This design comes from an exercise in tuning for small area on the open sky130 flow, not from production work.
Function was checked by simulation only, so behaviour that the tests miss may differ from the original.
Power is estimated from default activity; no workload was simulated.

== the previous run ==
## mini_audio
module mini_audio
  (
   input         clk,
   input         reset,
   input [31:0]  data,
   input         valid_toggle,
   input [31:0]  ext_factor_mul,
   input [31:0]  ext_factor_div,
   output        full,
   output        ext_audio_r,
   output        ext_audio_l
   );
  reg toggle;
  reg toggle_prev;
  always @(posedge clk)
    begin
      if (reset)
        begin
          toggle <= 1'b0;
          toggle_prev <= 1'b0;
        end
      else
        begin
          toggle <= valid_toggle;
          toggle_prev <= toggle;
        end
    end
  wire        req;
  wire [31:0] sample;
  reg [16:0]  sample_sum_r;
  reg [16:0]  sample_sum_l;
  assign ext_audio_r = sample_sum_r[16];
  assign ext_audio_l = sample_sum_l[16];
  wire [16:0] cr, cl;
  assign cr[0] = 1'b0;
  assign cl[0] = 1'b0;
  genvar i;
  generate
    for (i = 0; i < 16; i = i + 1)
      begin : rc
        assign cr[i+1] = (sample_sum_r[i] & sample[16+i]) | (sample_sum_r[i] & cr[i]) | (sample[16+i] & cr[i]);
        assign cl[i+1] = (sample_sum_l[i] & sample[i]) | (sample_sum_l[i] & cl[i]) | (sample[i] & cl[i]);
      end
  endgenerate
  always @(posedge clk)
    begin
      if (reset)
        begin
          sample_sum_r <= 17'd0;
          sample_sum_l <= 17'd0;
        end
      else
        begin
          sample_sum_r <= {cr[16], sample_sum_r[15:0] ^ sample[31:16] ^ cr[15:0]};
          sample_sum_l <= {cl[16], sample_sum_l[15:0] ^ sample[15:0] ^ cl[15:0]};
        end
    end
  frac_clk frac_clk_0
    (
     .clk (clk),
     .reset (reset),
     .factor_mul (ext_factor_mul[29:0]),
     .factor_div (ext_factor_div[29:0]),
     .en (req)
     );
  fifo fifo_0
    (
     .clk (clk),
     .reset (reset),
     .req_r (req),
     .toggle_diff (toggle ^ toggle_prev),
     .data_w (data),
     .data_held (sample),
     .full (full)
     );
endmodule
export LEC_CHECK = 0
export CAP_MARGIN = 20
export CORE_MARGIN = 2
export CORE_UTILIZATION = 65
export GPL_TIMING_DRIVEN = 0
export SLEW_MARGIN = 20
create_clock -name core_clock -period 10.0 [get_ports {clk}]
standard.sh (not shown) runs the stock make flow with config.mk's settings and CLKGATE_MAP_FILE= SYNTH_SCRIPT=/design/flow/synth_recipe.tcl, a recipe that flattens the netlist after the stock synthesis.
==> flow/flow/run.sh <==
#!/bin/bash
# Standard ORFS layout, with smaller port buffers and a clock tree without
# dummy loads. Each make step's output goes to flow.log here.
set -euo pipefail
export BUFFER_PORTS_ARGS="-buffer_cell sky130_fd_sc_hd__buf_1"
export CTS_ARGS="-sink_clustering_enable -repair_clock_nets -dont_use_dummy_load -buf_list sky130_fd_sc_hd__clkbuf_4 -sink_clustering_size 10 -sink_clustering_max_diameter 40"
bash standard.sh > flow.log 2>&1
The previous run was carried through to the last stage, and its layout satisfied the timing, DRC and antenna checks.
Inputs modified between the previous run and the current run:
- clearing GPL_TIMING_DRIVEN, which used to be 0
- swapping 65 for 40 in CORE_UTILIZATION
==> flow/flow/run.sh <==
#!/bin/bash
# Standard ORFS layout, with smaller port buffers and a clock tree without
# dummy loads. Each make step's output goes to flow.log here.
set -euo pipefail
export BUFFER_PORTS_ARGS="-buffer_cell sky130_fd_sc_hd__buf_1"
export CTS_ARGS="-sink_clustering_enable -repair_clock_nets -dont_use_dummy_load -buf_list sky130_fd_sc_hd__clkbuf_8 -sink_clustering_size 20 -sink_clustering_max_diameter 50"
bash standard.sh > flow.log 2>&1
==> comparison <==
- ~same area taken by flip-flops and latches in the previous run and the current run
- Design area went down slightly going from the previous run to the current run.
- Compared with the previous run, the current run shows relative contribution of the clock network to total power higher by 1.8 points.
- NOTE: sequential share of layout area in the current run exceeds that of the previous run
- Compared with the previous run, the current run shows wire length lower by 4500 um.
- Final cycle utilization of the critical path sits lower in the current run than in the previous run.

========
The RTL this note starts from:
==> flow/design.v <==
module ao222n
  (
   input  a0, b0, a1, b1, a2, b2,
   output y
   );
  assign y = ~((a0 & b0) | (a1 & b1) | (a2 & b2));
endmodule
module fadd
  (
   input  a, b, c,
   output s, co
   );
  assign s = a ^ b ^ c;
  assign co = (a & b) | (a & c) | (b & c);
endmodule
module mini_audio
  (
   input         clk,
   input         reset,
   input [31:0]  data,
   input         valid_toggle,
   input [31:0]  ext_factor_mul,
   input [31:0]  ext_factor_div,
   output        full,
   output        ext_audio_r,
   output        ext_audio_l
   );
  genvar i, j;
  reg toggle;
  reg toggle_prev;
  always @(posedge clk)
    begin
      if (reset)
        begin
          toggle <= 1'b0;
          toggle_prev <= 1'b0;
        end
      else
        begin
          toggle <= valid_toggle;
          toggle_prev <= toggle;
        end
    end
  reg [14:0] eh;
  reg [15:0] el;
  reg        cp;
  reg        en;
  wire       neg = eh[14] ^ (cp & (&eh[13:0]));
  wire       pos = ~neg;
  wire [30:0] fa = {eh, el};
  wire [30:0] fb = {1'b0, ext_factor_mul[29:0]};
  wire [30:0] fc = {pos, ~ext_factor_div[29:0] & {30{pos}}};
  wire [30:0] fs, fk;
  wire [31:0] fcy;
  wire [30:0] e_next;
  assign fcy[0] = 1'b0;
  assign fs[30] = fa[30] ^ fc[30];
  assign fk[30] = 1'b0;
  generate
    for (i = 0; i < 30; i = i + 1)
      begin : fcsa
        fadd u (.a(fa[i]), .b(fb[i]), .c(fc[i]), .s(fs[i]), .co(fk[i]));
      end
  endgenerate
  wire [30:0] fy = {fk[29:0], pos};
  generate
    for (i = 0; i < 31; i = i + 1)
      begin : frc
        wire ci = (i == 16) ? cp : fcy[i];
        if (i == 0)
          begin : lsb
            assign e_next[0] = fs[0] ^ fy[0];
            assign fcy[1] = fs[0] & fy[0];
          end
        else
          begin : fa
            fadd u (.a(fs[i]), .b(fy[i]), .c(ci), .s(e_next[i]), .co(fcy[i+1]));
          end
      end
  endgenerate
  always @(posedge clk)
    begin
      if (reset)
        begin
          eh <= {15{1'b1}};
          el <= {16{1'b1}};
          cp <= 1'b0;
          en <= 1'b0;
        end
      else
        begin
          eh <= e_next[30:16];
          el <= e_next[15:0];
          cp <= fcy[16];
          en <= pos;
        end
    end
  reg [31:0] buffer [1:15];
  reg [3:0]  h;    
  reg [3:0]  w;    
  function [3:0] nxt;
    input [3:0] x;
    nxt = {x[2:0], (x[3] ^ x[2]) | (x == 4'd0)};
  endfunction
  wire [3:0] r = nxt(h);
  wire       empty = (w == r);
  assign full = (nxt(w) == r);
  wire       we = (toggle ^ toggle_prev) & ~full;
  wire       pop = en & ~empty;
  wire [3:0] w_next = we ? nxt(w) : w;
  wire [3:0] h_next = pop ? r : h;
  wire       wr_ok = (w_next != h_next);
  always @(posedge clk)
    begin
      if (reset)
        begin
          h <= 4'd0;
          w <= 4'd1;
        end
      else
        begin
          h <= h_next;
          w <= w_next;
        end
    end
  integer k;
  always @(posedge clk)
    for (k = 1; k < 16; k = k + 1)
      if (wr_ok && w_next == k)
        buffer[k] <= data;
  wire [14:0] sel;
  wire [31:0] sample;
  generate
    for (j = 0; j < 15; j = j + 1)
      begin : dec
        assign sel[j] = (h == j + 1);
      end
    for (i = 0; i < 32; i = i + 1)
      begin : rd
        wire [4:0] g;
        for (j = 0; j < 5; j = j + 1)
          begin : grp
            ao222n u (.a0(sel[3*j]), .b0(buffer[3*j+1][i]),
                      .a1(sel[3*j+1]), .b1(buffer[3*j+2][i]),
                      .a2(sel[3*j+2]), .b2(buffer[3*j+3][i]),
                      .y(g[j]));
          end
        assign sample[i] = ~&g;
      end
  endgenerate
  reg [16:0]  sample_sum_r;
  reg [16:0]  sample_sum_l;
  assign ext_audio_r = sample_sum_r[16];
  assign ext_audio_l = sample_sum_l[16];
  wire [16:0] cr, cl;
  wire [15:0] sr, sl;
  assign cr[0] = 1'b0;
  assign cl[0] = 1'b0;
  assign sr[0] = sample_sum_r[0] ^ sample[16];
  assign cr[1] = sample_sum_r[0] & sample[16];
  assign sl[0] = sample_sum_l[0] ^ sample[0];
  assign cl[1] = sample_sum_l[0] & sample[0];
  generate
    for (i = 1; i < 16; i = i + 1)
      begin : dsc
        fadd ur (.a(sample_sum_r[i]), .b(sample[16+i]), .c(cr[i]), .s(sr[i]), .co(cr[i+1]));
        fadd ul (.a(sample_sum_l[i]), .b(sample[i]), .c(cl[i]), .s(sl[i]), .co(cl[i+1]));
      end
  endgenerate
  always @(posedge clk)
    begin
      if (reset)
        begin
          sample_sum_r <= 17'd0;
          sample_sum_l <= 17'd0;
        end
      else
        begin
          sample_sum_r <= {cr[16], sr};
          sample_sum_l <= {cl[16], sl};
        end
    end
endmodule
==> flow/config.mk <==
export PLATFORM = sky130hd
export DESIGN_NAME = mini_audio
export DESIGN_NICKNAME = mini_audio
export VERILOG_FILES = /design/flow/design.v
export SDC_FILE = /design/flow/constraint.sdc
export NUM_CORES = 4
export LEC_CHECK = 0
export CAP_MARGIN = 20
export CORE_MARGIN = 2
export CORE_UTILIZATION = 40
export PLACE_DENSITY = 0.9
export SLEW_MARGIN = 20
export SYNTH_HIERARCHICAL = 1
export SYNTH_MINIMUM_KEEP_SIZE = 0
==> flow/constraint.sdc <==
create_clock -name core_clock -period 10.0 [get_ports {clk}]
set_input_delay 2.0000 -clock core_clock [delete_from_list [all_inputs] [get_ports {clk}]]
set_output_delay 2.0000 -clock core_clock [all_outputs]
set_load 0.01 [all_outputs]
==> flow/flow/run.sh <==
#!/bin/bash
# Standard ORFS layout, with smaller port buffers and a clock tree without
# dummy loads. Each make step's output goes to flow.log here.
set -euo pipefail
export BUFFER_PORTS_ARGS="-buffer_cell sky130_fd_sc_hd__buf_1"
export CTS_ARGS="-sink_clustering_enable -repair_clock_nets -dont_use_dummy_load -buf_list sky130_fd_sc_hd__clkbuf_8 -sink_clustering_size 18 -sink_clustering_max_diameter 90"
bash standard.sh > flow.log 2>&1
Next try:
--- a/flow/flow/run.sh
+++ b/flow/flow/run.sh
@@ -6 +6 @@
-export CTS_ARGS="-sink_clustering_enable -repair_clock_nets -dont_use_dummy_load -buf_list sky130_fd_sc_hd__clkbuf_8 -sink_clustering_size 18 -sink_clustering_max_diameter 90"
+export CTS_ARGS="-sink_clustering_enable -repair_clock_nets -dont_use_dummy_load -buf_list sky130_fd_sc_hd__clkbuf_8 -sink_clustering_size 18 -sink_clustering_max_diameter 70"
--- a/flow/config.mk
+++ b/flow/config.mk
@@ -11 +10,0 @@
-export PLACE_DENSITY = 0.9
What happened: Setup slack gets better by 81 ps. Cell area is about the same. Global-route usage rises by 0.30 points.
Next try:
--- a/flow/flow/run.sh
+++ b/flow/flow/run.sh
@@ -6 +6 @@
-export CTS_ARGS="-sink_clustering_enable -repair_clock_nets -dont_use_dummy_load -buf_list sky130_fd_sc_hd__clkbuf_8 -sink_clustering_size 18 -sink_clustering_max_diameter 70"
+export CTS_ARGS="-sink_clustering_enable -repair_clock_nets -dont_use_dummy_load -buf_list sky130_fd_sc_hd__clkbuf_8 -sink_clustering_size 18 -sink_clustering_max_diameter 90"
--- a/flow/config.mk
+++ b/flow/config.mk
@@ -10,0 +11 @@
+export PLACE_DENSITY = 0.75
Wire length goes down by about 0.7%; area after synthesis does not change; cell area is about the same; global-route usage goes down by 0.33 points; setup slack got worse by 200 ps; clock power goes down by about 4%; clock-buffer cell count goes down by 3; sequential share of layout area goes down by 0.14 points.
Next try:
--- a/flow/flow/run.sh
+++ b/flow/flow/run.sh
@@ -6 +6 @@
-export CTS_ARGS="-sink_clustering_enable -repair_clock_nets -dont_use_dummy_load -buf_list sky130_fd_sc_hd__clkbuf_8 -sink_clustering_size 18 -sink_clustering_max_diameter 90"
+export CTS_ARGS='-sink_clustering_enable -repair_clock_nets -dont_use_dummy_load -buf_list {sky130_fd_sc_hd__clkbuf_4 sky130_fd_sc_hd__clkbuf_8} -sink_clustering_size 20 -sink_clustering_max_diameter 50'
--- a/flow/config.mk
+++ b/flow/config.mk
@@ -11 +10,0 @@
-export PLACE_DENSITY = 0.75
Non-clock buffer count drops by 13.
Power climbs by about 3%.
Sequential power hardly moves.
Wire length climbs by 1.4%.
Final cell count does not change.

[what the ideal ports hide]
Ports are ideal in the flow. The routed layouts listed here were re-timed in OpenROAD. Step 1 assumes that a clkbuf_16 drives the clock port and a buf_2 every other input. Step 2 times the ports against the registers' clock, not the clock port: input delays grow and output delays shrink by t, the midpoint of the rising clock arrivals with the driver on. a / b / c = no drivers / after step 1 / after step 2; a / b = the first two.
run | shift t [ns] | setup WS [ns] | worst hold slack (ns) | worst setup path at the end | worst data-port slew with drivers (ns)
the previous run | 0.801 | 0.225 / 0.225 / -0.232 | 0.547 / 0.547 / 0.547 | input to register | 0.08
the current run | 0.689 | 0.374 / 0.401 / -0.287 | 0.513 / 0.513 / 0.513 | input to register | 0.10
the first run of note 2 | 0.635 | 1.068 / 1.068 / 0.727 | 0.420 / 0.420 / 0.420 | input to register | 0.08
the second run of note 2 | 0.647 | 1.149 / 1.149 / 0.834 | 0.511 / 0.511 / 0.511 | input to register | 0.08
the third run of note 2 | 0.650 | 0.945 / 0.945 / 0.764 | 0.494 / 0.494 / 0.494 | input to register | 0.10
the fourth run of note 2 | 0.682 | 1.135 / 1.135 / 0.829 | 0.510 / 0.510 / 0.510 | input to register | 0.08
Met with ideal ports but missed after step 2: setup timing in the previous run and the current run. For the current run, which loses most, drivers alone change the setup slack by +0.027 ns; drivers and shift together by -0.661 ns.
